Source: an optimization exercise on an open RTL-to-GDS flow (aim: small area, a short achievable clock period and few clock cycles per item). Production flows keep margins and buffers that such runs may drop. Only simulation tests tie the RTL to the original design; equivalence was not proved.

## build 4
==> flow/design.v (excerpt) <==
module arctan_top(
	input             clk,
	input             rst,
	input             in_valid,
	output            in_ready,
	input      [31:0] inx,
	input      [31:0] iny,
	output reg        out_valid,
	output reg [31:0] out
);
Size: ~500 flip-flops, roughly 46000 µm² of cells after synthesis.
clock: 200.0 ns
lec_check: 0
cap_margin: 20
core_margin: 2
core_utilization: 40
cts_buf_list: sky130_fd_sc_hd__clkbuf_2
slew_margin: 20
synth_hierarchical: 1
synth_minimum_keep_size: 0
run.sh (not shown) runs the stock make flow with config.mk's settings and CLKGATE_MAP_FILE= SYNTH_SCRIPT=/design/flow/synth_recipe.tcl, a recipe that flattens the netlist after the stock synthesis.
Build 4 went all the way through synthesis, placement and routing and the layout is clean on timing, DRC and antenna.
Testbench counts of build 4, summed over its fixed seeds: cycles 3,264, items 3,200.
[inputs] build 70 vs build 4
- changing CTS_BUF_LIST from sky130_fd_sc_hd__clkbuf_2 to sky130_fd_sc_hd__clkbuf_8
- setting CTS_CLUSTER_DIAMETER to 84 for the first time
- setting CTS_CLUSTER_SIZE to 16 for the first time
Findings:
Higher antenna diode instance count goes to build 70 over build 4.
Comparing build 4 and build 70, first-iteration DRC count is higher on build 4.
Build 70 vs build 4: routed wire length down slightly
The final reports for build 70 and build 4 show core utilization lower in the former.
The run showing the smaller detailed-route via count is build 70.
met3 wire length in build 70 is about 28% lower than in build 4
Build 70 has sequential share of layout area above what build 4 had.
Compared build 70 vs build 4, and worst clock skew is down in build 70.
Multi-input gate share of the layout cell area: build 70 vs build 4 up 0.57 points
Edits applied to the flow inputs when going from build 70 to build 97:
- CTS_BUF_LIST: sky130_fd_sc_hd__clkbuf_8 -> sky130_fd_sc_hd__clkbuf_4
- CTS_CLUSTER_DIAMETER: 84 -> unset
- CTS_CLUSTER_SIZE: 16 -> unset
==> flow/flow/run.sh (new file) <==
#!/bin/bash
# The standard layout (standard.sh), with plain buf_2 cells as the port
# buffers instead of the delay buffer the resizer picks by default.
# make's full output goes to flow_make.log; ORFS keeps each step's log under orfs/logs/.
set -euo pipefail
BUFFER_PORTS_ARGS="-buffer_cell sky130_fd_sc_hd__buf_2" bash standard.sh finish > flow_make.log 2>&1
==> flow/standard.sh (new file) <==
#!/bin/bash
# synth_recipe.tcl (not shown) runs the flow's synth.tcl, then flattens the netlist and writes it again
# the make line also repeats each setting of config.mk as NAME=value (left out here)
make -C /OpenROAD-flow-scripts/flow DESIGN_CONFIG=/design/flow/config.mk WORK_HOME=/design/flow/orfs CLKGATE_MAP_FILE= SYNTH_SCRIPT=/design/flow/synth_recipe.tcl "${@:-finish}"
removed: flow/run.sh
### Flow results
Build 97 completed every stage of the flow, and the final layout passed the timing, design-rule and antenna checks.
Re number of clock buffers inserted by TritonCTS: build 97 and build 70 aren't equal, and the higher value belongs to build 97.
Between build 97 and build 70, it is build 97 whose headroom to the max-slew limit is lower, by 0.43 points.
Per the comparison of build 97 with build 70, antenna diode count decreased by 2 relative to the old numbers; count of unique library cells instantiated by Yosys closely matched the old numbers; total number of sequential cells closely matched the old numbers.
Compared with build 70, build 97 improves time the final worst path needs with I/O delays and setup.
Compared with build 70, build 97 shows a first-pass GRT wire length that is 0.61% higher.
Sum of buffers and inverters on the critical path, build 97 and build 70: lower on build 70
Compared with build 70, in build 97 area of all placed cells without fillers shows an increase of 0.82%, smallest setup slack after layout shows an increase of 0.10 ns.
Run comparison: build 70 category of the most critical setup path reg2out; build 97 category of the most critical setup path reg2reg
### build 97 -> build 38
- a change of CTS_BUF_LIST from sky130_fd_sc_hd__clkbuf_4 to sky130_fd_sc_hd__clkbuf_8
==> flow/run.sh (new file) <==
#!/bin/bash
# synth_recipe.tcl (not shown) runs the flow's synth.tcl, then flattens the netlist and writes it again
# the make line also repeats each setting of config.mk as NAME=value (left out here)
make -C /OpenROAD-flow-scripts/flow DESIGN_CONFIG=/design/flow/config.mk WORK_HOME=/design/flow/orfs CLKGATE_MAP_FILE= SYNTH_SCRIPT=/design/flow/synth_recipe.tcl finish
removed: flow/flow/run.sh
removed: flow/standard.sh
[summary]
The beginning of the critical path comes out out_valid in one run and y_r[31] in the other, namely in build 38 and build 97 respectively. Build 97 → build 38: fraction of area in multi-input gates went down; critical path depth saw a decrease. Row total number of H-tree levels: build 38 lower / build 97 higher.

==> port drivers added, routing unchanged <==
No port has a modelled driver above. Below, the same layouts with a new extraction and two added sets of constraints.
Step 1, drivers: a clkbuf_16 drives clk and a buf_2 each remaining input, both assumed.
Step 2, shift: input delay + t, output delay - t, t = (earliest + latest rising clock arrival at the registers) / 2. This alone moves slack from input paths to output paths.
Slacks: ideal / step 1 / step 2; pairs: ideal / step 1.
run	t (ns)	setup slack, ns	hold slack, ns
build 4	1.395	157.803 / 157.740 / 158.531	0.273 / 0.273 / 0.273
build 70	0.723	158.458 / 158.390 / 158.506	0.324 / 0.324 / 0.324
build 97	1.053	158.559 / 158.508 / 158.559	0.306 / 0.306 / 0.306
build 38	0.780	158.408 / 158.343 / 158.524	0.320 / 0.320 / 0.320
After both steps setup and hold are still met in every run listed.
